Context: an optimization exercise on an open-source flow, tuned for a short achievable clock period and few clock cycles. The choices shown serve that exercise and are no tape-out recipe. RTL that was checked went through simulation tests only; none was proved equivalent to the original. Function not checked in run 1: the RTL went through the layout flow alone. Power and IR drop assume default switching activity.

[flow/config.mk]
export PLATFORM = sky130hd
export DESIGN_NAME = t21_node
export DESIGN_NICKNAME = t21_node
export VERILOG_FILES = /design/flow/design.v
export SDC_FILE = /design/flow/constraint.sdc
export NUM_CORES = 4
export LEC_CHECK = 0
export CAP_MARGIN = 20
export CORE_MARGIN = 2
export CORE_UTILIZATION = 40
export SLEW_MARGIN = 20
[flow/constraint.sdc]
create_clock -name core_clock -period 11.0 [get_ports {clk}]
set_input_delay 2.2000 -clock core_clock [delete_from_list [all_inputs] [get_ports {clk}]]
set_output_delay 2.2000 -clock core_clock [all_outputs]
set_load 0.01 [all_outputs]
[flow/design.v]
localparam OP_NOP = 4'd0;
localparam OP_MOV = 4'd1;
localparam OP_SWP = 4'd2;
localparam OP_SAV = 4'd3;
localparam OP_ADD = 4'd4;
localparam OP_SUB = 4'd5;
localparam OP_NEG = 4'd6;
localparam OP_JMP = 4'd7;
localparam OP_JEZ = 4'd8;
localparam OP_JNZ = 4'd9;
localparam OP_JGZ = 4'd10;
localparam OP_JLZ = 4'd11;
localparam OP_JRO = 4'd12;
localparam TARGET_NIL = 3'd0;
localparam TARGET_ACC = 3'd1;
localparam TARGET_UP = 3'd2;
localparam TARGET_DOWN = 3'd3;
localparam TARGET_LEFT = 3'd4;
localparam TARGET_RIGHT = 3'd5;
localparam TARGET_ANY = 3'd6;
localparam TARGET_LAST = 3'd7;
localparam IN_MUX_SEL_CONST = 2'd0;
localparam IN_MUX_SEL_ACC = 2'd1;
localparam IN_MUX_SEL_DIR = 2'd2;
localparam OUT_MUX_SEL_IN = 1'd0;
localparam OUT_MUX_SEL_ALU = 1'd1;
localparam INSTR_ALU_ADD = 2'b00;
localparam INSTR_ALU_SUB = 2'b01;
localparam INSTR_ALU_NEG = 2'b10;
localparam INSTR_REG_READ = 2'b00;
localparam INSTR_REG_WRITE = 2'b01;
localparam INSTR_REG_SWP = 2'b10;
localparam INSTR_REG_SAV = 2'b11;
`timescale 1ns / 1ps
module t21_node(
        input clk,
        input reset,
        input signed [10:0] left_in_data,
        input left_in_valid,
        output signed left_in_ready,
        input signed [10:0] right_in_data,
        input right_in_valid,
        output signed right_in_ready,
        input signed [10:0] up_in_data,
        input up_in_valid,
        output signed up_in_ready,
        input signed [10:0] down_in_data,
        input down_in_valid,
        output signed down_in_ready,
        output signed [10:0] left_out_data,
        output left_out_valid,
        input signed left_out_ready,
        output signed [10:0] right_out_data,
        output right_out_valid,
        input signed right_out_ready,
        output signed [10:0] up_out_data,
        output up_out_valid,
        input signed up_out_ready,
        output signed [10:0] down_out_data,
        output down_out_valid,
        input signed down_out_ready,
        input write_en,
        input [4:0] write_addr,
        input [20:0] write_data
    );
     localparam OP_NOP = 4'd0;
localparam OP_MOV = 4'd1;
localparam OP_SWP = 4'd2;
localparam OP_SAV = 4'd3;
localparam OP_ADD = 4'd4;
localparam OP_SUB = 4'd5;
localparam OP_NEG = 4'd6;
localparam OP_JMP = 4'd7;
localparam OP_JEZ = 4'd8;
localparam OP_JNZ = 4'd9;
localparam OP_JGZ = 4'd10;
localparam OP_JLZ = 4'd11;
localparam OP_JRO = 4'd12;
localparam TARGET_NIL = 3'd0;
localparam TARGET_ACC = 3'd1;
localparam TARGET_UP = 3'd2;
localparam TARGET_DOWN = 3'd3;
localparam TARGET_LEFT = 3'd4;
localparam TARGET_RIGHT = 3'd5;
localparam TARGET_ANY = 3'd6;
localparam TARGET_LAST = 3'd7;
localparam IN_MUX_SEL_CONST = 2'd0;
localparam IN_MUX_SEL_ACC = 2'd1;
localparam IN_MUX_SEL_DIR = 2'd2;
localparam OUT_MUX_SEL_IN = 1'd0;
localparam OUT_MUX_SEL_ALU = 1'd1;
localparam INSTR_ALU_ADD = 2'b00;
localparam INSTR_ALU_SUB = 2'b01;
localparam INSTR_ALU_NEG = 2'b10;
localparam INSTR_REG_READ = 2'b00;
localparam INSTR_REG_WRITE = 2'b01;
localparam INSTR_REG_SWP = 2'b10;
localparam INSTR_REG_SAV = 2'b11;
    function is_port;
        input [2:0] t;
        is_port = (t[2:1] == 2'b01) || (t[2:1] == 2'b10);
    endfunction
    function is_hang;
        input [2:0] t;
        is_hang = (t[2:1] == 2'b11);
    endfunction
    function [3:0] port_oh;
        input [2:0] t;
        port_oh = {t == TARGET_RIGHT, t == TARGET_LEFT, t == TARGET_DOWN, t == TARGET_UP};
    endfunction
    function is_jmp;
        input [3:0] o;
        is_jmp = (o >= OP_JMP) && (o <= OP_JRO);
    endfunction
    function [10:0] sat;
        input signed [11:0] x;
        sat = (x > 12'sd999) ? 11'sd999 : (x < -12'sd999) ? -11'sd999 : x[10:0];
    endfunction
    function cond;
        input [3:0] o;
        input zf;
        input nf;
        cond = (o == OP_JMP) || (o == OP_JRO) ||
               (o == OP_JEZ && zf) || (o == OP_JNZ && !zf) ||
               (o == OP_JGZ && !zf && !nf) || (o == OP_JLZ && nf);
    endfunction
    reg [20:0] ram_i [0:31];
    reg [2:0]  ram_n [0:31];
    reg [4:0]  ram_t [0:31];
    reg [4:0]  nm1;             
    wire signed [11:0] wsum = $signed({7'd0, write_addr}) + $signed({write_data[13], write_data[13:3]});
    wire [4:0] wtraw = wsum[11] ? 5'd0 : (|wsum[10:5]) ? 5'd31 : wsum[4:0];
    always @(posedge clk) begin
        if (write_en) begin
            ram_i[write_addr] <= write_data;
            ram_t[write_addr] <= wtraw;
            nm1 <= write_addr;
        end
    end
    integer k;
    always @(posedge clk) begin
        for (k = 0; k < 32; k = k + 1) begin
            if (write_en && write_addr == k)
                ram_n[k] <= (write_addr == 5'd0) ? write_data[16:14] : ram_i[0][16:14];
            else if (write_en && write_addr == k + 1)
                ram_n[k] <= write_data[16:14];
        end
    end
    function [4:0] seqa;
        input [4:0] a;
        input [4:0] last;
        seqa = (a == last) ? 5'd0 : a + 5'd1;
    endfunction
    function [4:0] clampt;
        input [4:0] t;
        input [4:0] last;
        clampt = (t > last) ? last : t;
    endfunction
    reg [4:0]  pc;
    reg [20:0] cur;
    reg [2:0]  cur_n;
    reg [4:0]  cur_c;
    reg [20:0] ns, nt;
    reg [2:0]  ns_n, nt_n;
    reg [4:0]  ns_c, nt_c;      
    reg [4:0]  ns_pc, nt_pc;
    reg [4:0]  ns_sq, nt_sq;    
    reg        nt_v;
    reg        rf;
    reg signed [10:0] acc, bak;
    reg [10:0] sv;
    reg [4:0]  jt, jt_sq;       
    reg        opr;
    reg        pre;
    reg [3:0]  rdy;
    reg [3:0]  ov;
    reg [10:0] od;
    reg        wd;
    assign up_in_ready = rdy[0];
    assign down_in_ready = rdy[1];
    assign left_in_ready = rdy[2];
    assign right_in_ready = rdy[3];
    assign up_out_valid = ov[0];
    assign down_out_valid = ov[1];
    assign left_out_valid = ov[2];
    assign right_out_valid = ov[3];
    assign up_out_data = od;
    assign down_out_data = od;
    assign left_out_data = od;
    assign right_out_data = od;
    wire [3:0] in_v = {right_in_valid, left_in_valid, down_in_valid, up_in_valid};
    wire [3:0] out_r = {right_out_ready, left_out_ready, down_out_ready, up_out_ready};
    wire rd_fire = |(rdy & in_v);
    wire [10:0] rd_data = ({11{rdy[0]}} & up_in_data) | ({11{rdy[1]}} & down_in_data) |
                          ({11{rdy[2]}} & left_in_data) | ({11{rdy[3]}} & right_in_data);
    wire wr_fire = |(ov & out_r);
    wire [3:0]  op  = cur[20:17];
    wire [2:0]  src = cur[16:14];
    wire [10:0] cc  = cur[13:3];
    wire [2:0]  dst = cur[2:0];
    wire src_p = is_port(src);
    wire src_h = is_hang(src);
    wire dst_p = is_port(dst);
    wire dst_h = is_hang(dst);
    wire signed [10:0] S = (src == TARGET_NIL) ? cc : (src == TARGET_ACC) ? acc : sv;
    wire z = (acc == 11'd0);
    wire ng = acc[10];
    wire taken = cond(op, z, ng);
    wire jmp = is_jmp(op);
    wire cjump = jmp && taken && (src == TARGET_NIL);
    wire djump = jmp && taken && (src != TARGET_NIL);
    wire signed [11:0] asum = acc + S;
    wire signed [11:0] adif = acc - S;
    wire [10:0] add_s = sat(asum);
    wire [10:0] sub_s = sat(adif);
    wire [10:0] neg_a = -acc;
    wire [10:0] wval = src_p ? sv :
                       (op == OP_MOV) ? S :
                       (op == OP_ADD) ? add_s :
                       (op == OP_SUB) ? sub_s : neg_a;
    reg signed [10:0] acc_x, bak_x;
    always @* begin
        acc_x = acc;
        bak_x = bak;
        case (op)
            OP_MOV: if (dst == TARGET_ACC) acc_x = S;
            OP_SWP: begin acc_x = bak; bak_x = acc; end
            OP_SAV: bak_x = acc;
            OP_ADD: acc_x = add_s;
            OP_SUB: acc_x = sub_s;
            OP_NEG: acc_x = neg_a;
            default: ;
        endcase
    end
    reg zx, nx_;
    always @* begin
        zx = z;
        nx_ = ng;
        case (op)
            OP_MOV: if (dst == TARGET_ACC) begin zx = (S == 11'd0); nx_ = S[10]; end
            OP_SWP: begin zx = (bak == 11'd0); nx_ = bak[10]; end
            OP_ADD: begin zx = (asum == 12'd0); nx_ = asum[11]; end
            OP_SUB: begin zx = (adif == 12'd0); nx_ = adif[11]; end
            OP_NEG: begin zx = z; nx_ = neg_a[10]; end
            default: ;
        endcase
    end
    wire signed [11:0] jsum = $signed({7'd0, pc}) + $signed({S[10], S});
    wire jlo = jsum[11];
    wire jhi = (|jsum[10:5]) || (jsum[4:0] >= nm1);
    wire [4:0] jtgt = jlo ? 5'd0 : jhi ? nm1 : jsum[4:0];
    wire [4:0] jtgt_sq = jlo ? ((nm1 == 5'd0) ? 5'd0 : 5'd1) : jhi ? 5'd0 : jsum[4:0] + 5'd1;
    wire hang = src_h || (opr && dst_h);
    wire base_ok = !rf && opr && !hang;
    wire need_w = base_ok && dst_p && !(|ov) && !wd;
    wire fill = base_ok && cjump && !nt_v;
    wire exec = base_ok && !(cjump && !nt_v) && (!dst_p || wd || ((|ov) && wr_fire));
    wire pre_ok_cur = !jmp && !dst_p && !dst_h && is_port(cur_n);
    wire tk = cjump;
    wire [20:0] nx    = tk ? nt : ns;
    wire [4:0]  nx_pc = tk ? nt_pc : ns_pc;
    wire [2:0]  nx_n  = tk ? nt_n : ns_n;
    wire [4:0]  nx_c  = tk ? nt_c : ns_c;
    wire [4:0]  nx_sq = tk ? nt_sq : ns_sq;
    wire [20:0] f_ss_i = ram_i[ns_sq];
    wire [2:0]  f_ss_n = ram_n[ns_sq];
    wire [4:0]  f_ss_c = clampt(ram_t[ns_sq], nm1);
    wire [20:0] f_ts_i = ram_i[nt_sq];
    wire [2:0]  f_ts_n = ram_n[nt_sq];
    wire [4:0]  f_ts_c = clampt(ram_t[nt_sq], nm1);
    wire [20:0] f_sc_i = ram_i[ns_c];
    wire [2:0]  f_sc_n = ram_n[ns_c];
    wire [4:0]  f_sc_c = clampt(ram_t[ns_c], nm1);
    wire [20:0] f_tc_i = ram_i[nt_c];
    wire [2:0]  f_tc_n = ram_n[nt_c];
    wire [4:0]  f_tc_c = clampt(ram_t[nt_c], nm1);
    wire [20:0] f_j_i  = ram_i[jt];
    wire [2:0]  f_j_n  = ram_n[jt];
    wire [4:0]  f_j_c  = clampt(ram_t[jt], nm1);
    wire [20:0] f_jq_i = ram_i[jt_sq];
    wire [2:0]  f_jq_n = ram_n[jt_sq];
    wire [4:0]  f_jq_c = clampt(ram_t[jt_sq], nm1);
    wire fdj = exec && djump && src_p;
    wire rl = rf || fdj;
    wire [20:0] ld    = rl ? f_j_i : nx;
    wire [4:0]  ld_pc = rl ? jt : nx_pc;
    wire [2:0]  ld_n  = rl ? f_j_n : nx_n;
    wire [2:0]  ld_s  = tk ? f_tc_i[16:14] : f_sc_i[16:14];
    wire [4:0]  ld_c  = rl ? f_j_c : nx_c;
    wire [3:0]  ld_op = ld[20:17];
    wire [2:0]  ld_src = ld[16:14];
    wire [2:0]  ld_dst = ld[2:0];
    wire pre_hit = pre && rd_fire;
    wire ld_opr = !is_port(ld_src) || pre_hit;
    wire ld_tk = cond(ld_op, zx, nx_);
    wire ld_cj = is_jmp(ld_op) && ld_src == TARGET_NIL && !rl;
    wire [2:0] ld_pn = (ld_cj && ld_tk) ? ld_s : ld_n;
    wire ld_pre_ok = ld_opr && !is_hang(ld_src) && (!is_jmp(ld_op) || ld_cj) && !is_port(ld_dst) &&
                     !is_hang(ld_dst) && is_port(ld_pn);
    wire ld_wfast = ld_opr && is_port(ld_dst) && !is_hang(ld_src) &&
                    (is_port(ld_src) || ld_op == OP_MOV);
    wire [10:0] ld_w = is_port(ld_src) ? rd_data :
                       (ld_src == TARGET_NIL) ? ld[13:3] : (rf ? acc : acc_x);
    wire [4:0] jpc = pre ? nx_pc : pc;
    wire signed [11:0] rsum = $signed({7'd0, jpc}) + $signed({rd_data[10], rd_data});
    wire rlo = rsum[11];
    wire rhi = (|rsum[10:5]) || (rsum[4:0] >= nm1);
    wire [4:0] jt_rd = rlo ? 5'd0 : rhi ? nm1 : rsum[4:0];
    wire [4:0] jt_rd_sq = rlo ? ((nm1 == 5'd0) ? 5'd0 : 5'd1) : rhi ? 5'd0 : rsum[4:0] + 5'd1;
    wire [4:0] wlast = write_en ? write_addr : nm1;
    always @(posedge clk) begin
        if (reset) begin
            jt <= 5'd0;
            jt_sq <= (wlast == 5'd0) ? 5'd0 : 5'd1;
            rf <= 1'b1;
            nt_v <= 1'b0;
            acc <= 11'd0;
            bak <= 11'd0;
            opr <= 1'b0;
            pre <= 1'b0;
            rdy <= 4'd0;
            ov <= 4'd0;
            wd <= 1'b0;
        end else if (rf || exec) begin
            wd <= 1'b0;
            if (exec) begin
                acc <= acc_x;
                bak <= bak_x;
            end
            if (exec && djump && !src_p) begin
                jt <= jtgt;
                jt_sq <= jtgt_sq;
                rf <= 1'b1;
                rdy <= 4'd0;
                ov <= 4'd0;
                pre <= 1'b0;
            end else begin
                rf <= 1'b0;
                pc <= ld_pc;
                cur <= ld;
                cur_n <= ld_n;
                cur_c <= ld_c;
                if (rl) begin
                    ns <= f_jq_i;
                    ns_n <= f_jq_n;
                    ns_c <= f_jq_c;
                    ns_pc <= jt_sq;
                    ns_sq <= seqa(jt_sq, nm1);
                end else if (tk) begin
                    ns <= f_ts_i;
                    ns_n <= f_ts_n;
                    ns_c <= f_ts_c;
                    ns_pc <= nt_sq;
                    ns_sq <= seqa(nt_sq, nm1);
                    nt <= f_tc_i;
                    nt_n <= f_tc_n;
                    nt_c <= f_tc_c;
                    nt_pc <= nt_c;
                    nt_sq <= seqa(nt_c, nm1);
                end else begin
                    ns <= f_ss_i;
                    ns_n <= f_ss_n;
                    ns_c <= f_ss_c;
                    ns_pc <= ns_sq;
                    ns_sq <= seqa(ns_sq, nm1);
                    nt <= f_sc_i;
                    nt_n <= f_sc_n;
                    nt_c <= f_sc_c;
                    nt_pc <= ns_c;
                    nt_sq <= seqa(ns_c, nm1);
                end
                nt_v <= !rl;
                if (rl) jt <= f_j_c;
                opr <= ld_opr;
                if (pre_hit) begin
                    sv <= rd_data;
                    jt <= jt_rd;
                    jt_sq <= jt_rd_sq;
                end
                pre <= ld_pre_ok;
                rdy <= (!ld_opr) ? port_oh(ld_src) : ld_pre_ok ? port_oh(ld_pn) : 4'd0;
                ov <= ld_wfast ? port_oh(ld_dst) : 4'd0;
                if (ld_wfast) od <= ld_w;
            end
        end else begin
            if (fill) begin
                nt <= f_j_i;
                nt_n <= f_j_n;
                nt_c <= f_j_c;
                nt_pc <= jt;
                nt_sq <= seqa(jt, nm1);
                nt_v <= 1'b1;
                if ((|ov) && wr_fire) begin
                    ov <= 4'd0;
                    wd <= 1'b1;
                end
            end
            if (!opr && rd_fire) begin
                opr <= 1'b1;
                sv <= rd_data;
                jt <= jt_rd;
                jt_sq <= jt_rd_sq;
                pre <= pre_ok_cur;
                rdy <= pre_ok_cur ? port_oh(cur_n) : 4'd0;
                if (dst_p) begin
                    ov <= port_oh(dst);
                    od <= rd_data;
                end
            end
            if (need_w) begin
                ov <= port_oh(dst);
                od <= wval;
            end
        end
    end
endmodule
[flow/flow/run.sh]
#!/bin/bash
set -uo pipefail
bash standard.sh SETUP_SLACK_MARGIN=7.5 finish > layout.log 2>&1
[flow/standard.sh]
#!/bin/bash
# synth_recipe.tcl (not shown) runs the flow's synth.tcl, then flattens the netlist and writes it again
# the make line also repeats each setting of config.mk as NAME=value (left out here)
make -C /OpenROAD-flow-scripts/flow DESIGN_CONFIG=/design/flow/config.mk WORK_HOME=/design/flow/orfs CLKGATE_MAP_FILE= SYNTH_SCRIPT=/design/flow/synth_recipe.tcl "${@:-finish}"
==> impl_metrics.csv, run 1 <==
group,metric,value,unit
die,die_area,0.2278,mm2
route,vias,73800,
sta,fmax,0.2111,GHz
route,first_pass_iters,13,
logic_synthesis,synth.largest_area_cell,"mux4_2",
logic_synthesis,yosys.area_share.simple,6.058,%
logic_synthesis,synth_xor_area_share,0.8014,%
route,drt_wl_total,404500,um
logic_synthesis,syn_nets,6419,
die,num_io_pins,133,
logic_synthesis,synthAdderAreaFrac,1.812,%
cts,numCtsBuffers,135,
logic_synthesis,synth_warnings,2,
route,drtAntennaViolNets,0,
critical_path,criticalPathCategory,"reg -> reg",
cells_and_area,nNetsFinal,6761,
sta,worst_clock_skew,0.03479,ns
sta,worst_pin_slew,1.263,ns
die,dieWidth,477.3,um
logic_synthesis,synthCells,6212,
cts,cts_sinks,1132,
die,rows,173,
logic_synthesis,post-synth-top-area-fraction,39.30,%
global_route,grt_pass1_vias,69960,
cts,clk_pin_slew,0.06,ns
critical_path,critPathArrivalTime,5.30,ns
critical_path,crit_path_max_fanout,7,
sta,rsz0062_at_grt,"yes",
status,status,"finished clean",
cells_and_area,nFillCells,18350,
route,drt-initial-drc-count,13410,
global_route,grt-ovfl-total,0,
logic_synthesis,synth_edf_count,1062,
logic_synthesis,synth_seq_cells,1132,
global_route,grt_antenna_before_repair,18,
critical_path,cp-start-kind,"flip-flop",
cts,cts_hold_buf,0,
power_and_ir_drop,power,20170,uW
sta,slew_headroom,15.82,%
logic_synthesis,async_flop_share,0,%
die,initial_core_util,40.27,%
logic_synthesis,synth_common_cells,"mux4_2, edfxtp_1, clkbuf_1",
placed_design,dpl_worst_slack,4.647,ns
flow_run,maxCapViolations,0,
cts,cts_tree,"yes",
power_and_ir_drop,ir_drop,0.2041,mV
sta,post-route-period-util,43.06,%
cts,cts_buffer_depth,3,
logic_synthesis,synth-compound-area-share,7.584,%
route,via_per_inst,7.653,
critical_path,crit_path_end_kind,"flip-flop",
placed_design,place_hpwl,212800,um
global_route,grt_pass1_wl,553900,um
sta,setup_viol,0,
power_and_ir_drop,p_per_area,182.4,mW/mm2
min_path,hold_class,"reg -> reg",
route,routedWlPerCell,41.95,um
placed_design,gp_congestion,0.9951,
logic_synthesis,synthTopCellsByArea,"mux4_2, edfxtp_1, mux2i_1",
global_route,grt_usage,34.43,%
cells_and_area,syn_to_final_growth,23.38,%
cells_and_area,drive_gt1_share,48.77,%
cts,clk_root_buffer_cell,"clkbuf_16",
sta,hold_viol_final,0,
sta,timing.final.ws_setup,6.263,ns
cts,clock_latency,0.84,ns
logic_synthesis,synth_top_family_by_area,"multiplexers",
critical_path,worstPathRequired,11.56,ns
logic_synthesis,ys_seq_area_share,37.15,%
logic_synthesis,synth_mux_area_share,43.10,%
logic_synthesis,synth_area_per_cell,14.43,um2
logic_synthesis,ys.flop_type,"edfxtp_1",
global_route,grt_start_max_net_pins,93,
power_and_ir_drop,power_leakage,0.03651,uW
cts,cts_max_level,4,
logic_synthesis,synth.most_common_cell,"mux4_2",
sta,fin_crit,4.737,ns
route,drc,0,
placed_design,io_buffers,132,
die,core,0.2225,mm2
logic_synthesis,ys_types,86,
die,dieHeight,477.3,um
sta,fin_tns_setup,0,ns
sta,drv_slew,0,
logic_synthesis,netlist_area,0.08962,mm2
-- where the power goes --
part	internal (uW)	switching [uW]
Sequential	4940	306
Clock	2750	1950
Combinational	4840	5380
Total	12500	7640
-- layout by cell type (no fill, tap or decap), types with 68 or more instances in the layout --
master,instances
mux4_2,1564
nor2_1,233
clkbuf_16,148
nand3_1,138
inv_1,68
edfxtp_1,1062
ha_1,79
mux2i_1,203
buf_4,368
a21oi_1,177
nand2_1,352
o21ai_0,143
o21ai_1,90
buf_12,99
buf_6,139
a22oi_1,81
-- metal layers --
metal | routed length [um] | up-vias | track usage (%)
li1 | - | 27330 | -
met1 | 130500 | 37180 | 41.72
met2 | 173600 | 7338 | 49.85
met3 | 65480 | 1923 | 14.57
met4 | 34560 | 24 | 23.38
met5 | 267 | - | 0
-- stage by stage --
stage	instance area [um2]	hold WS, ns	util (%)	instances
global route	110600	0.5237	49.68	9634
detailed placement	95030	0.4831	42.71	8840
global placement	95020	0.4830	42.70	8840
CTS	107900	0.4949	48.50	9495
finish	110600	0.4909	49.69	9642
floorplan	91700	0.4688	-	6212
-- worst max-delay path, stage by stage (launching register included) --
cell,delay (ns)
edfxtp_1,0.53
buf_6,0.19
nor2_4,0.13
buf_12,0.15
mux2i_4,0.28
inv_4,0.07
ha_4,0.31
o21bai_4,0.08
nand3b_1,0.20
a311oi_4,0.13
buf_4,0.18
buf_6,0.11
or4_4,0.42
buf_6,0.14
nand3_4,0.09
buf_4,0.13
o41ai_4,0.08
nand3_1,0.28
o21ai_4,0.13
o21ai_1,0.14
a211o_1,0.26
a21oi_1,0.09
or3_1,0.36
-- kinds of logic (layout without fill, tap and decap cells) --
family          count (synthesis)  count (layout)
buf+inv                       773            1194
xor+xnor                       82              82
mux                          1892            1892
compound gates               1036            1053
flops                        1132            1132
other cells                     0              11
fa+ha+maj                     127             127
simple gates                 1170            1176
-- worst paths after layout --
check	cells after the start	to	slack, ns	start
worst min register to register	2	wd$_SDFFE_PP0P_	0.49	wd$_SDFFE_PP0P_
worst max register to register	22	od[6]$_DFFE_PP_	6.26	cur[15]$_DFFE_PP_
worst max-delay path	22	od[6]$_DFFE_PP_	6.26	cur[15]$_DFFE_PP_
worst min-delay path	2	wd$_SDFFE_PP0P_	0.49	wd$_SDFFE_PP0P_
-- state kept, by name, summed over array words and instances, names as in the netlist, 11 cells and up, named ones only --
signal / count
ram_t: 160
cur: 21
ram_i: 672
acc: 11
sv: 11
bak: 11
ns: 21
ram_n: 96
od: 11
nt: 21
-- area by class of cell --
cell class / instances / area (um2) / area share, %
multi-input cells: 4330 / 57290 / 51.82
flip-flops and latches: 1132 / 33430 / 30.24
repair buffers: 841 / 11040 / 9.987
well taps: 2975 / 3722 / 3.366
clock buffers: 158 / 3538 / 3.200
clock inverters: 81 / 943.4 / 0.8532
inverters: 112 / 550.5 / 0.4979
diodes: 11 / 27.53 / 0.02489
repair inverters: 2 / 17.52 / 0.01584
-- repair_timing --
item	in CTS	in global routing
endpoints found under the setup margin	1528	624
gates cloned	94	11
pin swaps	137	124
setup buffers	322	124
gates resized for setup	974	289
==> run 2, diff against run 1 <==
--- a/flow/design.v
+++ b/flow/design.v
@@ -128,7 +128,7 @@
     reg [2:0]  ram_n [0:31];
     reg [4:0]  ram_t [0:31];
     reg [4:0]  nm1;             
-    wire signed [11:0] wsum = $signed({7'd0, write_addr}) + $signed({write_data[13], write_data[13:3]});
+    wire signed [11:0] wsum = {7'd0, write_addr} + {write_data[13], write_data[13:3]};
     wire [4:0] wtraw = wsum[11] ? 5'd0 : (|wsum[10:5]) ? 5'd31 : wsum[4:0];
     always @(posedge clk) begin
         if (write_en) begin
@@ -159,7 +159,6 @@
     reg [4:0]  pc;
     reg [20:0] cur;
     reg [2:0]  cur_n;
-    reg [4:0]  cur_c;
     reg [20:0] ns, nt;
     reg [2:0]  ns_n, nt_n;
     reg [4:0]  ns_c, nt_c;      
@@ -168,13 +167,14 @@
     reg        nt_v;
     reg        rf;
     reg signed [10:0] acc, bak;
-    reg [10:0] sv;
+    reg [10:0] sv;              
     reg [4:0]  jt, jt_sq;       
     reg        opr;
     reg        pre;
+    reg [4:0]  prp;             
     reg [3:0]  rdy;
     reg [3:0]  ov;
-    reg [10:0] od;
+    reg [10:0] od_u, od_d, od_l, od_r;    
     reg        wd;
     assign up_in_ready = rdy[0];
     assign down_in_ready = rdy[1];
@@ -184,10 +184,10 @@
     assign down_out_valid = ov[1];
     assign left_out_valid = ov[2];
     assign right_out_valid = ov[3];
-    assign up_out_data = od;
-    assign down_out_data = od;
-    assign left_out_data = od;
-    assign right_out_data = od;
+    assign up_out_data = od_u;
+    assign down_out_data = od_d;
+    assign left_out_data = od_l;
+    assign right_out_data = od_r;
     wire [3:0] in_v = {right_in_valid, left_in_valid, down_in_valid, up_in_valid};
     wire [3:0] out_r = {right_out_ready, left_out_ready, down_out_ready, up_out_ready};
     wire rd_fire = |(rdy & in_v);
@@ -202,9 +202,8 @@
     wire src_h = is_hang(src);
     wire dst_p = is_port(dst);
     wire dst_h = is_hang(dst);
-    wire signed [10:0] S = (src == TARGET_NIL) ? cc : (src == TARGET_ACC) ? acc : sv;
-    wire z = (acc == 11'd0);
-    wire ng = acc[10];
+    wire signed [10:0] S = sv;
+    reg z, ng;    
     wire taken = cond(op, z, ng);
     wire jmp = is_jmp(op);
     wire cjump = jmp && taken && (src == TARGET_NIL);
@@ -245,7 +244,7 @@
             default: ;
         endcase
     end
-    wire signed [11:0] jsum = $signed({7'd0, pc}) + $signed({S[10], S});
+    wire signed [11:0] jsum = {7'd0, pc} + {S[10], S};
     wire jlo = jsum[11];
     wire jhi = (|jsum[10:5]) || (jsum[4:0] >= nm1);
     wire [4:0] jtgt = jlo ? 5'd0 : jhi ? nm1 : jsum[4:0];
@@ -280,7 +279,7 @@
     wire [20:0] f_jq_i = ram_i[jt_sq];
     wire [2:0]  f_jq_n = ram_n[jt_sq];
     wire [4:0]  f_jq_c = clampt(ram_t[jt_sq], nm1);
-    wire fdj = exec && djump && src_p;
+    wire fdj = base_ok && djump && src_p && !dst_p;
     wire rl = rf || fdj;
     wire [20:0] ld    = rl ? f_j_i : nx;
     wire [4:0]  ld_pc = rl ? jt : nx_pc;
@@ -301,12 +300,22 @@
                     (is_port(ld_src) || ld_op == OP_MOV);
     wire [10:0] ld_w = is_port(ld_src) ? rd_data :
                        (ld_src == TARGET_NIL) ? ld[13:3] : (rf ? acc : acc_x);
-    wire [4:0] jpc = pre ? nx_pc : pc;
-    wire signed [11:0] rsum = $signed({7'd0, jpc}) + $signed({rd_data[10], rd_data});
-    wire rlo = rsum[11];
-    wire rhi = (|rsum[10:5]) || (rsum[4:0] >= nm1);
-    wire [4:0] jt_rd = rlo ? 5'd0 : rhi ? nm1 : rsum[4:0];
-    wire [4:0] jt_rd_sq = rlo ? ((nm1 == 5'd0) ? 5'd0 : 5'd1) : rhi ? 5'd0 : rsum[4:0] + 5'd1;
+    wire [10:0] ld_sv = (ld_src == TARGET_NIL) ? ld[13:3] :
+                        (ld_src == TARGET_ACC) ? (rf ? acc : acc_x) : rd_data;
+    wire [4:0] jpc = pre ? prp : pc;
+    wire [6:0] jpc0 = {2'b00, jpc};
+    wire [6:0] jpc1 = {2'b00, jpc} + 7'd1;
+    wire [6:0] jpcm = {2'b00, jpc} - {2'b00, nm1};
+    wire [6:0] rd7 = {rd_data[5], rd_data[5:0]};
+    wire big_pos = !rd_data[10] && (|rd_data[9:5]);
+    wire big_neg = rd_data[10] && !(&rd_data[9:5]);
+    wire [6:0] rs0 = jpc0 + rd7;
+    wire [6:0] rs1 = jpc1 + rd7;
+    wire [6:0] rsm = jpcm + rd7;
+    wire rlo = big_neg || (!big_pos && rs0[6]);
+    wire rhi = !rlo && (big_pos || !rsm[6]);
+    wire [4:0] jt_rd = rlo ? 5'd0 : rhi ? nm1 : rs0[4:0];
+    wire [4:0] jt_rd_sq = rlo ? ((nm1 == 5'd0) ? 5'd0 : 5'd1) : rhi ? 5'd0 : rs1[4:0];
     wire [4:0] wlast = write_en ? write_addr : nm1;
     always @(posedge clk) begin
         if (reset) begin
@@ -316,6 +325,8 @@
             nt_v <= 1'b0;
             acc <= 11'd0;
             bak <= 11'd0;
+            z <= 1'b1;
+            ng <= 1'b0;
             opr <= 1'b0;
             pre <= 1'b0;
             rdy <= 4'd0;
@@ -326,8 +337,10 @@
             if (exec) begin
                 acc <= acc_x;
                 bak <= bak_x;
+                z <= zx;
+                ng <= nx_;
             end
-            if (exec && djump && !src_p) begin
+            if (exec && djump && !fdj) begin
                 jt <= jtgt;
                 jt_sq <= jtgt_sq;
                 rf <= 1'b1;
@@ -339,7 +352,6 @@
                 pc <= ld_pc;
                 cur <= ld;
                 cur_n <= ld_n;
-                cur_c <= ld_c;
                 if (rl) begin
                     ns <= f_jq_i;
                     ns_n <= f_jq_n;
@@ -372,15 +384,19 @@
                 nt_v <= !rl;
                 if (rl) jt <= f_j_c;
                 opr <= ld_opr;
+                sv <= ld_sv;
                 if (pre_hit) begin
-                    sv <= rd_data;
                     jt <= jt_rd;
                     jt_sq <= jt_rd_sq;
                 end
                 pre <= ld_pre_ok;
+                prp <= (ld_cj && ld_tk) ? (tk ? nt_c : ns_c) : (rl ? jt_sq : (tk ? nt_sq : ns_sq));
                 rdy <= (!ld_opr) ? port_oh(ld_src) : ld_pre_ok ? port_oh(ld_pn) : 4'd0;
                 ov <= ld_wfast ? port_oh(ld_dst) : 4'd0;
-                if (ld_wfast) od <= ld_w;
+                if (ld_wfast && ld_dst == TARGET_UP) od_u <= ld_w;
+                if (ld_wfast && ld_dst == TARGET_DOWN) od_d <= ld_w;
+                if (ld_wfast && ld_dst == TARGET_LEFT) od_l <= ld_w;
+                if (ld_wfast && ld_dst == TARGET_RIGHT) od_r <= ld_w;
             end
         end else begin
             if (fill) begin
@@ -401,15 +417,22 @@
                 jt <= jt_rd;
                 jt_sq <= jt_rd_sq;
                 pre <= pre_ok_cur;
+                prp <= ns_pc;
                 rdy <= pre_ok_cur ? port_oh(cur_n) : 4'd0;
                 if (dst_p) begin
                     ov <= port_oh(dst);
-                    od <= rd_data;
+                    if (dst == TARGET_UP) od_u <= rd_data;
+                    if (dst == TARGET_DOWN) od_d <= rd_data;
+                    if (dst == TARGET_LEFT) od_l <= rd_data;
+                    if (dst == TARGET_RIGHT) od_r <= rd_data;
                 end
             end
             if (need_w) begin
                 ov <= port_oh(dst);
-                od <= wval;
+                if (dst == TARGET_UP) od_u <= wval;
+                if (dst == TARGET_DOWN) od_d <= wval;
+                if (dst == TARGET_LEFT) od_l <= wval;
+                if (dst == TARGET_RIGHT) od_r <= wval;
             end
         end
     end
--- a/flow/config.mk
+++ b/flow/config.mk
@@ -7,5 +7,6 @@
 export LEC_CHECK = 0
 export CAP_MARGIN = 20
 export CORE_MARGIN = 2
-export CORE_UTILIZATION = 40
+export CORE_UTILIZATION = 30
+export PLACE_DENSITY = 0.45
 export SLEW_MARGIN = 20
==> impl_metrics.csv, run 2 <==
group,metric,value,unit
sta,hold_ws,0.4836,ns
critical_path,cp-start-kind,"flip-flop",
die,dieHeight,556.2,um
sta,worst_pin_slew,1.277,ns
cts,cts_max_level,4,
status,status,"finished clean",
critical_path,critPathArrivalTime,5.17,ns
logic_synthesis,synth_area_per_cell,14.04,um2
sta,timing.final.ws_setup,6.588,ns
cts,cts_buffer_depth,3,
placed_design,gp_congestion,0.9119,
critical_path,worstPathRequired,11.76,ns
logic_synthesis,ys.flop_type,"edfxtp_1",
placed_design,dpl_worst_slack,4.733,ns
cells_and_area,final_common_cell,"mux4_2",
cells_and_area,multiInputGateArea,0.05843,mm2
critical_path,criticalPathCategory,"reg -> reg",
global_route,grt_usage,29.66,%
cells_and_area,final_cell_mix,"mux4_2, edfxtp_1, buf_4, nand2_1, nor2_1",
logic_synthesis,synth_top_family_by_area,"multiplexers",
critical_path,crit_end,"rdy[2]$_SDFFE_PP0N_",
sta,rsz0062_at_grt,"yes",
logic_synthesis,synth_xor_area_share,0.7850,%
power_and_ir_drop,power.internal,14190,uW
logic_synthesis,post-synth-top-area-fraction,37.79,%
logic_synthesis,ys_seq_area_share,37.32,%
logic_synthesis,yosys.area_share.simple,6.752,%
critical_path,crit_path_max_fanout,7,
cells_and_area,nNetsFinal,7285,
global_route,grt_pass1_vias,72760,
cells_and_area,largest_register_ffs,672,
cts,cts_sinks,1161,
route,via_per_inst,6.847,
power_and_ir_drop,netSwitchingPower,9462,uW
critical_path,r2r_slack,6.59,ns
route,vias,76590,
power_and_ir_drop,power_leakage,0.03855,uW
placed_design,io_buffers,132,
logic_synthesis,synth.largest_area_cell,"mux4_2",
sta,slew_headroom,14.85,%
cells_and_area,drive_gt1_share,47.38,%
cts,numCtsBuffers,151,
power_and_ir_drop,swShare,40.01,%
cells_and_area,largest_register,"ram_i",
cells_and_area,syn_to_final_growth,27.86,%
logic_synthesis,ys_types,95,
placed_design,place_hpwl,248100,um
global_route,grt-ovfl-total,0,
logic_synthesis,synth_mux_area_share,41.35,%
die,rows,202,
logic_synthesis,synth.most_common_cell,"mux4_2",
logic_synthesis,synth_common_cells,"mux4_2, edfxtp_1, nand2_1",
logic_synthesis,syn_nets,6729,
cts,clk_pin_slew,0.06,ns
logic_synthesis,synthTopCellsByArea,"mux4_2, edfxtp_1, mux2i_1",
cells_and_area,nFillCells,27860,
critical_path,timing.rr.start,"sv[4]$_DFFE_PP_",
critical_path,worst-r2r-cell-count,15,
route,drt_wl_total,470500,um
logic_synthesis,synthCells,6516,
route,drt-initial-drc-count,12260,
route,first_pass_iters,7,
die,initial_core_util,30.19,%
logic_synthesis,synthAdderAreaFrac,1.874,%
power_and_ir_drop,p_per_area,202.2,mW/mm2
sta,fmax,0.2266,GHz
logic_synthesis,synth-compound-area-share,8.734,%
die,die_area,0.3094,mm2
power_and_ir_drop,comb_power_share,54.7,%
power_and_ir_drop,ir_drop,0.2008,mV
route,drc,0,
logic_synthesis,synth_edf_count,1089,
die,dieWidth,556.2,um
critical_path,crit_path_end_kind,"flip-flop",
sta,drv_slew,0,
cts,cts_tree,"yes",
logic_synthesis,synth_warnings,2,
cells_and_area,reg.largest.list,"ram_i (672), ram_t (160), ram_n (96)",
logic_synthesis,netlist_area,0.09149,mm2
critical_path,startpoint,"sv[4]$_DFFE_PP_",
sta,post-route-period-util,40.11,%
cts,clock_latency,0.86,ns
power_and_ir_drop,p_seq_share,23.5,%
sta,fin_tns_setup,0,ns
min_path,hold_class,"reg -> reg",
flow_run,maxCapViolations,0,
critical_path,rr_endpoint,"rdy[2]$_SDFFE_PP0N_",
sta,fin_crit,4.412,ns
logic_synthesis,async_flop_share,0,%
die,core,0.3030,mm2
global_route,grt_start_max_net_pins,65,
sta,worst_clock_skew,0.03966,ns
route,drtAntennaViolNets,0,
sta,setup_viol,0,
power_and_ir_drop,p_clk_share,21.7,%
logic_synthesis,synth_seq_cells,1161,
global_route,grt_pass1_wl,634200,um
global_route,grt_antenna_before_repair,20,
die,num_io_pins,133,
route,routedWlPerCell,42.06,um
cts,cts_hold_buf,0,
cells_and_area,regArea,0.03428,mm2
cts,clk_root_buffer_cell,"clkbuf_16",
sta,hold_viol_final,0,
==> run 2: cell count changes in the layout (fill, tap and decap cells not counted), moves of 23 or more <==
cell,previous run,this run
a21oi_1,177,204
buf_12,99,156
buf_4,368,437
edfxtp_1,1062,1089
mux4_2,1564,1535
nand2_1,352,416
nor2_1,233,283
o21ai_0,143,166
==> run 2: logic make-up (layout without fill, tap and decap cells) <==
kind of cell,after synthesis,count (layout)
other cells,0,7
compound gates,1197,1212
buf+inv,759,1422
xor+xnor,82,82
mux,1852,1852
simple gates,1332,1339
fa+ha+maj,133,133
flops,1161,1161
==> run 2: critical path, cell delays in order (launching register included) <==
cell      delay, ns
edfxtp_1       0.53
inv_2          0.09
ha_4           0.35
inv_2          0.05
a221o_1        0.41
o21ai_4        0.18
nor3_4         0.05
or4_4          0.55
or4_4          0.57
a21o_1         0.20
a32oi_2        0.26
a31oi_4        0.12
buf_12         0.15
buf_6          0.11
or4_4          0.48
a211oi_2       0.20
==> run 2: per-layer routing <==
metal  GRT usage, %  wire [um]
met1          38.03     171200
met4          17.86      33830
met3          8.517      58960
met5        0.04688         79
met2          44.35     206400
==> run 2: layout make-up <==
type | instances | share of cell area (%)
repair inverters | 6 | 0.1337
flip-flops and latches | 1161 | 29.30
clock buffers | 185 | 3.446
inverters | 121 | 0.5049
diodes | 7 | 0.01497
repair buffers | 1013 | 11.54
clock inverters | 97 | 0.8493
well taps | 3978 | 4.255
multi-input cells | 4618 | 49.95
==> run 2: how the worst min path moves through the flow <==
stage	start	end	slack, ns	depth (start not counted)
finish	wd$_SDFFE_PP0P_	wd$_SDFFE_PP0P_	0.48	1
floorplan	wd$_SDFFE_PP0P_	wd$_SDFFE_PP0P_	0.44	1
CTS	wd$_SDFFE_PP0P_	wd$_SDFFE_PP0P_	0.48	1
detailed placement	wd$_SDFFE_PP0P_	wd$_SDFFE_PP0P_	0.46	1
global placement	wd$_SDFFE_PP0P_	wd$_SDFFE_PP0P_	0.45	1
global route	wd$_SDFFE_PP0P_	wd$_SDFFE_PP0P_	0.52	1
==> run 2: timing repair <==
item	CTS	global route
hold endpoints to repair	0	0
cloned	111	9
buffers inserted	444	121
setup endpoints to repair	1570	763
gates resized for setup	1060	264
pin swaps	182	114
==> run 2: stage by stage <==
stage                     total power (uW)  utilization (%)  area [um2]  cells
after floorplan                      12330                -       93740   6516
after global placement               15540            32.56       98670  10210
after detailed placement             15560            32.61       98810  10210
after CTS                            22880            37.82      114600  11050
after global routing                 24220            38.60      117000  11180
final                                23650            38.60      117000  11190
==> run 2: power by group through the flow <==
| stage | sequential (uW) | combinational (uW) | clock [uW] |
|---|---|---|---|
| floorplan | 5360 | 6970 | 0 |
| finish | 5560 | 12900 | 5140 |
| global placement | 5810 | 9730 | 0 |
| detailed placement | 5810 | 9750 | 0 |
| global route | 5560 | 13300 | 5340 |
| CTS | 5540 | 12200 | 5180 |
Testbench counts of run 2, summed over its fixed seeds: cycles 42,633.
==> run 3, diff against run 2 <==
--- a/flow/design.v
+++ b/flow/design.v
@@ -173,6 +173,7 @@
     reg        pre;
     reg [4:0]  prp;             
     reg [3:0]  rdy;
+    reg [3:0]  rsel;            
     reg [3:0]  ov;
     reg [10:0] od_u, od_d, od_l, od_r;    
     reg        wd;
@@ -191,8 +192,8 @@
     wire [3:0] in_v = {right_in_valid, left_in_valid, down_in_valid, up_in_valid};
     wire [3:0] out_r = {right_out_ready, left_out_ready, down_out_ready, up_out_ready};
     wire rd_fire = |(rdy & in_v);
-    wire [10:0] rd_data = ({11{rdy[0]}} & up_in_data) | ({11{rdy[1]}} & down_in_data) |
-                          ({11{rdy[2]}} & left_in_data) | ({11{rdy[3]}} & right_in_data);
+    wire [10:0] rd_data = ({11{rsel[0]}} & up_in_data) | ({11{rsel[1]}} & down_in_data) |
+                          ({11{rsel[2]}} & left_in_data) | ({11{rsel[3]}} & right_in_data);
     wire wr_fire = |(ov & out_r);
     wire [3:0]  op  = cur[20:17];
     wire [2:0]  src = cur[16:14];
@@ -231,6 +232,9 @@
             default: ;
         endcase
     end
+    wire [11:0] za = {acc[10], acc};
+    wire [11:0] zb = {S[10], S};
+    wire add_z = ((za ^ zb) == {za[10:0] | zb[10:0], 1'b0});
     reg zx, nx_;
     always @* begin
         zx = z;
@@ -238,8 +242,8 @@
         case (op)
             OP_MOV: if (dst == TARGET_ACC) begin zx = (S == 11'd0); nx_ = S[10]; end
             OP_SWP: begin zx = (bak == 11'd0); nx_ = bak[10]; end
-            OP_ADD: begin zx = (asum == 12'd0); nx_ = asum[11]; end
-            OP_SUB: begin zx = (adif == 12'd0); nx_ = adif[11]; end
+            OP_ADD: begin zx = add_z; nx_ = asum[11]; end
+            OP_SUB: begin zx = (acc == S); nx_ = adif[11]; end
             OP_NEG: begin zx = z; nx_ = neg_a[10]; end
             default: ;
         endcase
@@ -298,6 +302,7 @@
                      !is_hang(ld_dst) && is_port(ld_pn);
     wire ld_wfast = ld_opr && is_port(ld_dst) && !is_hang(ld_src) &&
                     (is_port(ld_src) || ld_op == OP_MOV);
+    wire [3:0] rdy_ld = (!ld_opr) ? port_oh(ld_src) : ld_pre_ok ? port_oh(ld_pn) : 4'd0;
     wire [10:0] ld_w = is_port(ld_src) ? rd_data :
                        (ld_src == TARGET_NIL) ? ld[13:3] : (rf ? acc : acc_x);
     wire [10:0] ld_sv = (ld_src == TARGET_NIL) ? ld[13:3] :
@@ -391,12 +396,13 @@
                 end
                 pre <= ld_pre_ok;
                 prp <= (ld_cj && ld_tk) ? (tk ? nt_c : ns_c) : (rl ? jt_sq : (tk ? nt_sq : ns_sq));
-                rdy <= (!ld_opr) ? port_oh(ld_src) : ld_pre_ok ? port_oh(ld_pn) : 4'd0;
+                rdy <= rdy_ld;
+                if (|rdy_ld) rsel <= rdy_ld;
                 ov <= ld_wfast ? port_oh(ld_dst) : 4'd0;
-                if (ld_wfast && ld_dst == TARGET_UP) od_u <= ld_w;
-                if (ld_wfast && ld_dst == TARGET_DOWN) od_d <= ld_w;
-                if (ld_wfast && ld_dst == TARGET_LEFT) od_l <= ld_w;
-                if (ld_wfast && ld_dst == TARGET_RIGHT) od_r <= ld_w;
+                if (ld_dst == TARGET_UP) od_u <= ld_w;
+                if (ld_dst == TARGET_DOWN) od_d <= ld_w;
+                if (ld_dst == TARGET_LEFT) od_l <= ld_w;
+                if (ld_dst == TARGET_RIGHT) od_r <= ld_w;
             end
         end else begin
             if (fill) begin
@@ -419,6 +425,7 @@
                 pre <= pre_ok_cur;
                 prp <= ns_pc;
                 rdy <= pre_ok_cur ? port_oh(cur_n) : 4'd0;
+                if (pre_ok_cur) rsel <= port_oh(cur_n);
                 if (dst_p) begin
                     ov <= port_oh(dst);
                     if (dst == TARGET_UP) od_u <= rd_data;
==> impl_metrics.csv, run 3 <==
group,metric,value,unit
status,status,"finished clean",
sta,rsz0062_at_grt,"yes",
min_path,hold_class,"reg -> reg",
power_and_ir_drop,netSwitchingPower,7788,uW
cts,cts_buffer_depth,4,
global_route,grt_start_max_net_pins,88,
logic_synthesis,synth_mux_area_share,40.88,%
logic_synthesis,post-synth-top-area-fraction,37.29,%
cells_and_area,largest_register_ffs,672,
logic_synthesis,synthAdderAreaFrac,2.011,%
route,first_pass_iters,9,
die,core,0.3056,mm2
min_path,hold_start,"wd$_SDFFE_PP0P_",
logic_synthesis,synth-compound-area-share,9.220,%
power_and_ir_drop,power.internal,12860,uW
critical_path,cp-start-kind,"flip-flop",
placed_design,place_area,0.09919,mm2
logic_synthesis,synth_area_per_cell,13.98,um2
route,routedWlPerCell,40.96,um
cells_and_area,final_cell_mix,"mux4_2, edfxtp_1, buf_4, nand2_1, nor2_1",
die,die_area,0.3115,mm2
cts,cts_hold_buf,0,
cells_and_area,largest_register,"ram_i",
logic_synthesis,synthTopCellsByArea,"mux4_2, edfxtp_1, mux2i_1",
logic_synthesis,synth_common_cells,"mux4_2, edfxtp_1, clkbuf_1",
route,drt_wl_total,467100,um
cells_and_area,utilization,38.54,%
cts,cts_sinks,1165,
critical_path,r2r_slack,6.61,ns
sta,fin_crit,4.386,ns
power_and_ir_drop,p_seq_share,26.3,%
power_and_ir_drop,swShare,37.73,%
logic_synthesis,synth_edf_count,1093,
cts,cts_max_level,4,
sta,worst_clock_skew,0.08758,ns
cells_and_area,syn_to_final_growth,27.86,%
cells_and_area,reg.largest.list,"ram_i (672), ram_t (160), ram_n (96)",
cells_and_area,design_area,0.1178,mm2
critical_path,worstPathRequired,11.73,ns
route,vias,76420,
die,initial_core_util,30.14,%
power_and_ir_drop,power_leakage,0.03871,uW
critical_path,critPathArrivalTime,5.12,ns
placed_design,gp_congestion,0.9326,
global_route,grt_usage,29.30,%
power_and_ir_drop,p_per_area,175.3,mW/mm2
global_route,grt-ovfl-total,0,
route,drt-initial-drc-count,12030,
logic_synthesis,async_flop_share,0,%
route,drc,0,
logic_synthesis,synth_top_family_by_area,"multiplexers",
global_route,grt_pass1_wl,632300,um
cts,cts_tree,"yes",
cts,clk_pin_slew,0.06,ns
die,rows,203,
route,via_per_inst,6.701,
global_route,grt_antenna_before_repair,15,
logic_synthesis,yosys.area_share.simple,6.366,%
die,dieWidth,558.1,um
cells_and_area,drive_gt1_share,48.53,%
sta,setup_viol,0,
logic_synthesis,synth.most_common_cell,"mux4_2",
power_and_ir_drop,ir_drop,0.1399,mV
route,drtAntennaViolNets,0,
die,dieHeight,558.1,um
critical_path,criticalPathCategory,"reg -> reg",
power_and_ir_drop,p_clk_share,24.6,%
placed_design,io_buffers,132,
cts,numCtsBuffers,157,
sta,drv_slew,0,
global_route,grt_pass1_vias,73580,
sta,worst_pin_slew,1.225,ns
logic_synthesis,ys.flop_type,"edfxtp_1",
placed_design,place_hpwl,253300,um
logic_synthesis,ys_types,97,
logic_synthesis,netlist_area,0.09210,mm2
sta,fmax,0.2280,GHz
cells_and_area,nNetsFinal,7403,
sta,slew_headroom,17.75,%
critical_path,crit_path_max_fanout,5,
flow_run,maxCapViolations,0,
logic_synthesis,synth_warnings,2,
critical_path,crit_path_end_kind,"flip-flop",
logic_synthesis,synth_xor_area_share,0.9414,%
sta,post-route-period-util,39.87,%
die,num_io_pins,133,
sta,hold_viol_final,0,
cells_and_area,final_common_cell,"mux4_2",
logic_synthesis,synthCells,6588,
power_and_ir_drop,comb_power_share,49.1,%
sta,fin_tns_setup,0,ns
logic_synthesis,synth_seq_cells,1165,
cts,clock_latency,0.89,ns
cts,clk_root_buffer_cell,"clkbuf_16",
logic_synthesis,ys_seq_area_share,37.20,%
logic_synthesis,synth.largest_area_cell,"mux4_2",
sta,hold_ws,0.4763,ns
logic_synthesis,syn_nets,6812,
-- run 3: cell count changes after synthesis, sizes merged, moves of 13 or more --
cell,delta
a21oi,+31
a22oi,+14
buf,+21
clkbuf,-13
mux2,+14
nand2,-41
nand3,-31
nor2,+18
o211ai,+14
o21ai,+45
o31ai,+17
xnor2,+14
-- run 3: metrics by stage --
step           std cells  total power [uW]  setup WS, ns
2_1_floorplan       6588             10770         6.338
4_1_cts            11230             20050         6.763
6_report           11400             20640         6.614
3_3_place_gp       10380             13220         4.721
5_1_grt            11400             21190         6.563
3_5_place_dp       10390             13240         4.849
-- run 3: path summary, 6_finish.rpt --
| kind | end | cells after the start |
|---|---|---|
| max | flip-flop | 17 |
| min | wd$_SDFFE_PP0P_ | 2 |
| max reg2reg | flip-flop | 17 |
| min reg2reg | wd$_SDFFE_PP0P_ | 2 |
-- run 3: layout make-up --
| class | count | area, um2 |
|---|---|---|
| fillers | 28290 | 187800 |
| multi-input cells | 4670 | 59420 |
| flip-flops and latches | 1165 | 34420 |
| repair buffers | 1051 | 13250 |
| well taps | 4100 | 5130 |
| clock buffers | 199 | 4197 |
| clock inverters | 76 | 666.9 |
| inverters | 133 | 641.9 |
| diodes | 9 | 22.52 |
| repair inverters | 1 | 11.26 |
-- run 3: layer usage --
layer | vias to the layer above | global-route usage (%) | routed length [um]
met3 | 1366 | 8.441 | 56420
met1 | 39910 | 37.27 | 169800
met5 | - | 0 | 44
li1 | 29240 | - | -
met2 | 5902 | 44.58 | 208100
met4 | 6 | 16.80 | 32620
-- run 3: cell families (layout without fill, tap and decap cells) --
group,after synthesis,count (layout)
xor+xnor,99,99
other cells,0,9
flops,1165,1165
mux,1845,1845
simple gates,1259,1270
buf+inv,779,1460
fa+ha+maj,144,144
compound gates,1297,1312
-- run 3: timing repair --
item,in CTS,in global routing
cloned,109,9
setup endpoints to repair,1585,651
gates resized for setup,1167,244
setup buffers,458,156
pin swaps,182,155
-- run 3: power groups by stage --
stage	Clock, uW	Combinational (uW)	Sequential, uW
after CTS	5130	9500	5410
after global placement	0	7470	5750
after global routing	5300	10500	5430
after floorplan	0	5470	5300
after detailed placement	0	7480	5760
final	5080	10100	5430
-- run 3: critical path: stages (launching register included) --
cell	delay, ns
dfxtp_4	0.39
buf_12	0.15
buf_12	0.13
buf_16	0.10
mux4_2	0.52
mux4_2	0.53
mux2i_4	0.29
ha_2	0.24
nor2b_1	0.04
o21a_1	0.18
o21ai_1	0.15
nand2b_1	0.09
a21oi_2	0.14
a31oi_2	0.06
mux2_4	0.31
a222oi_1	0.51
a21oi_2	0.12
mux2_2	0.29
Testbench counts of run 3, summed over its fixed seeds: cycles 42,633.

static timing again, ports no longer ideal:
In the flow no input, the clock included, has a driving cell. The finished layouts below were timed again as built, in two steps.
Step 1: set_driving_cell puts a clkbuf_16 on clk and a buf_2 on each other input, an assumption about the parent block.
Step 2 also shifts input and output timing later by t, the mid clock arrival at the registers, as if the neighbouring blocks saw the same clock.
Three values: ideal, step 1, step 2; two values: the first two.
run	t (ns)	slack for setup (ns)	worst setup path at the end	pins driven straight from the clock port
run 1	0.909	6.263 / 6.263 / 5.557	input to register	1
run 2	0.952	6.588 / 6.588 / 5.840	input to register	1
run 3	0.959	6.614 / 6.614 / 5.927	input to register	1
After both steps every run listed still meets setup and hold. For run 2, which loses most, drivers alone change the setup slack by 0.000 ns; drivers and shift together by -0.748 ns.
